Context: an optimization exercise on an open-source flow, tuned for small area. The choices shown serve that exercise and are no tape-out recipe. Only simulation tests tie the RTL to the original design; equivalence was not proved. The clock port is modelled as an ideal driver, which makes a skipped or thinned clock tree look cheaper than it is; a real chip needs a root buffer or a tree.

## project
module project(clk,rst,echo,trigger,seg1,seg,seg2,seg3);
input clk,rst,echo;
output trigger;
output [6:0]seg;
output [6:0]seg1;
output [6:0]seg2;
output [6:0]seg3;
reg [8:0] q;
wire cwrap = q[7] & q[6] & q[5] & q[3] & q[2] & q[1] & q[0];
wire qload = rst | cwrap;
always @(posedge clk)
  q <= qload ? 9'b111111011 : {q[7:0], ~(q[8] ^ q[3])};
reg [5:0] h;
reg p;
wire hlast = h[5] & h[4] & ~h[2] & ~h[1] & ~h[0];
always @(posedge clk) begin
  if (rst | (cwrap & hlast)) h <= 6'd0;
  else if (cwrap) h <= {h[4:0], ~(h[5] ^ h[0])};
  p <= ~rst & (p ^ cwrap);
end
assign trigger = hlast;
wire upd = cwrap & ~p;
reg [1:0] a;
reg [3:0] b;
reg [2:0] c;
reg e;
wire idle = a[1] & a[0];
wire az = ~a[1] & ~a[0];
wire bz = (b == 4'd13);
wire cz = (c == 3'd6);
always @(posedge clk) begin
  if (rst | ~echo) a <= 2'b11;
  else if (idle) a <= 2'b00;
  else a <= {az & ~bz, a[1] | (az & bz)};
  if (idle) begin
    b <= 4'd1; c <= 3'd1; e <= 1'b0;
  end else begin
    if (az) b <= bz ? {3'b000, ~cz} : {b[3] ^ (b[2] & b[1] & b[0]), b[2] ^ (b[1] & b[0]), b[1] ^ b[0], ~b[0]};
    if (az & bz) c <= cz ? {2'b00, e} : {c[2] ^ (c[1] & c[0]), c[1] ^ c[0], ~c[0]};
    if (az & bz & cz) e <= ~e;
  end
end
function [6:0] dec(input [3:0] v);
  begin
    dec[0] = ~((v[0] & ~v[1]) | (~v[2]));
    dec[1] = ((~v[0] & v[2]) | (~v[2] & ~v[3]));
    dec[2] = ~((v[0] & v[1]) | (~v[0] & ~v[1] & ~v[2]));
    dec[3] = ((~v[1] & v[2]));
    dec[4] = ((v[1] & ~v[3]));
    dec[5] = ((~v[0] & ~v[2]));
    dec[6] = ((v[2] & ~v[3]));
  end
endfunction
function [3:0] inc(input [3:0] v, input t);
  begin
    inc[0] = v[0] ^ (t & ((v[2])));
    inc[1] = v[1] ^ (t & ((v[1]) | (v[2]) | (v[0] & v[3])));
    inc[2] = v[2] ^ (t & ((~v[1])));
    inc[3] = v[3] ^ (t & ((v[0] & v[2])));
  end
endfunction
function [3:0] last(input [3:0] v, input t);
  begin
    last[0] = v[0] ^ (t & ((v[2])));
    last[1] = v[1] ^ (t & ((v[1]) | (v[2])));
    last[2] = v[2] ^ (t & ((~v[1])));
    last[3] = v[3] ^ (t & ((v[0] & v[2])));
  end
endfunction
function nine(input [3:0] v);
  nine = ((v[0] & ~v[1] & v[3]));
endfunction
reg [15:0] r;
wire clr = rst | (echo & idle);
wire t0 = az & echo;
wire t1 = t0 & nine(r[3:0]);
wire t2 = t1 & nine(r[7:4]);
  ...
==> flow/config.mk <==
export PLATFORM = sky130hd
export DESIGN_NAME = project
export DESIGN_NICKNAME = project
export VERILOG_FILES = /design/flow/design.v
export SDC_FILE = /design/flow/constraint.sdc
export NUM_CORES = 4
export LEC_CHECK = 0
export ABC_AREA = 1
export CAP_MARGIN = 20
export CORE_MARGIN = 2
export CORE_UTILIZATION = 60
export SLEW_MARGIN = 20
==> flow/constraint.sdc <==
create_clock -name core_clock -period 20.0 [get_ports {clk}]
set_input_delay 4.0000 -clock core_clock [delete_from_list [all_inputs] [get_ports {clk}]]
set_output_delay 4.0000 -clock core_clock [all_outputs]
set_load 0.01 [all_outputs]
standard.sh (not shown) runs the stock make flow with config.mk's settings and CLKGATE_MAP_FILE= SYNTH_SCRIPT=/design/flow/synth_recipe.tcl, a recipe that flattens the netlist after the stock synthesis.
==> flow/flow/run.sh <==
#!/bin/bash
# Standard ORFS flow with these changes to how the layout is made:
#  - synthesis maps logic with an area-oriented ABC script (flow/abc_area.script)
#  - port buffers use the smallest buffer cell
#  - clock buffering by flow/cts_manual.tcl: the clock port drives 4
#    buffers (buf_6), each driving one quadrant's registers (in place of TritonCTS)
set -euo pipefail
rm -rf scripts_mod
cp -r "$FLOW_HOME/scripts" scripts_mod
cp flow/abc_area.script scripts_mod/abc_area.script
cp flow/cts_manual.tcl scripts_mod/cts_manual.tcl
python3 - <<'PY'
p = 'scripts_mod/cts.tcl'
s = open(p).read()
old = 'log_cmd clock_tree_synthesis {*}$cts_args'
assert old in s
open(p, 'w').write(s.replace(old, 'source $::env(SCRIPTS_DIR)/cts_manual.tcl'))
PY
export MANUAL_CTS_CELL=${MANUAL_CTS_CELL:-sky130_fd_sc_hd__buf_6}
export MANUAL_CTS_COLS=${MANUAL_CTS_COLS:-2}
export MANUAL_CTS_ROWS=${MANUAL_CTS_ROWS:-2}
bash standard.sh SCRIPTS_DIR="$PWD/scripts_mod" BUFFER_PORTS_ARGS="-buffer_cell sky130_fd_sc_hd__buf_1" finish > standard.log 2>&1
==> flow/flow/abc_area.script <==
strash
&get -n
&deepsyn -T 30
&put
dch
amap
topo
Other scripts of this flow, unchanged in this note and not shown: flow/flow/cts_manual.tcl
The baseline passed the timing, design-rule and antenna checks.
Next try:
==> flow/flow/abc_area.script (replaced) <==
strash
&get -n
&deepsyn -T 30
&put
dc2
dch
amap
topo
=> Hold slack barely changes; cell count came out higher slightly; synthesized cell count came out higher slightly; core utilization grows by 0.12 points; worst setup slack gains 200 ps.
In every run of this note, the design's own scripts or RTL, not TritonCTS, make the clock network.

==> re-timing with driven ports <==
How much do the figures lean on ideal ports? The routed layouts below were timed once more, with nothing changed but the port constraints. Step 1: set_driving_cell puts a clkbuf_16 on clk and a buf_2 on each other input, an assumption about the parent block. Step 2 also shifts input and output timing later by t, the mid clock arrival at the registers, as if the neighbouring blocks saw the same clock. a / b / c = ideal / step 1 / step 2; a / b = the first two.
run	shift t [ns]	setup WS [ns]	latest minus earliest clock arrival (ns)
the first run	0.190	14.115 / 14.147 / 13.957	0.005 / 0.005
the second run	0.191	14.313 / 14.346 / 14.155	0.006 / 0.006
After both steps every run listed still meets setup and hold.
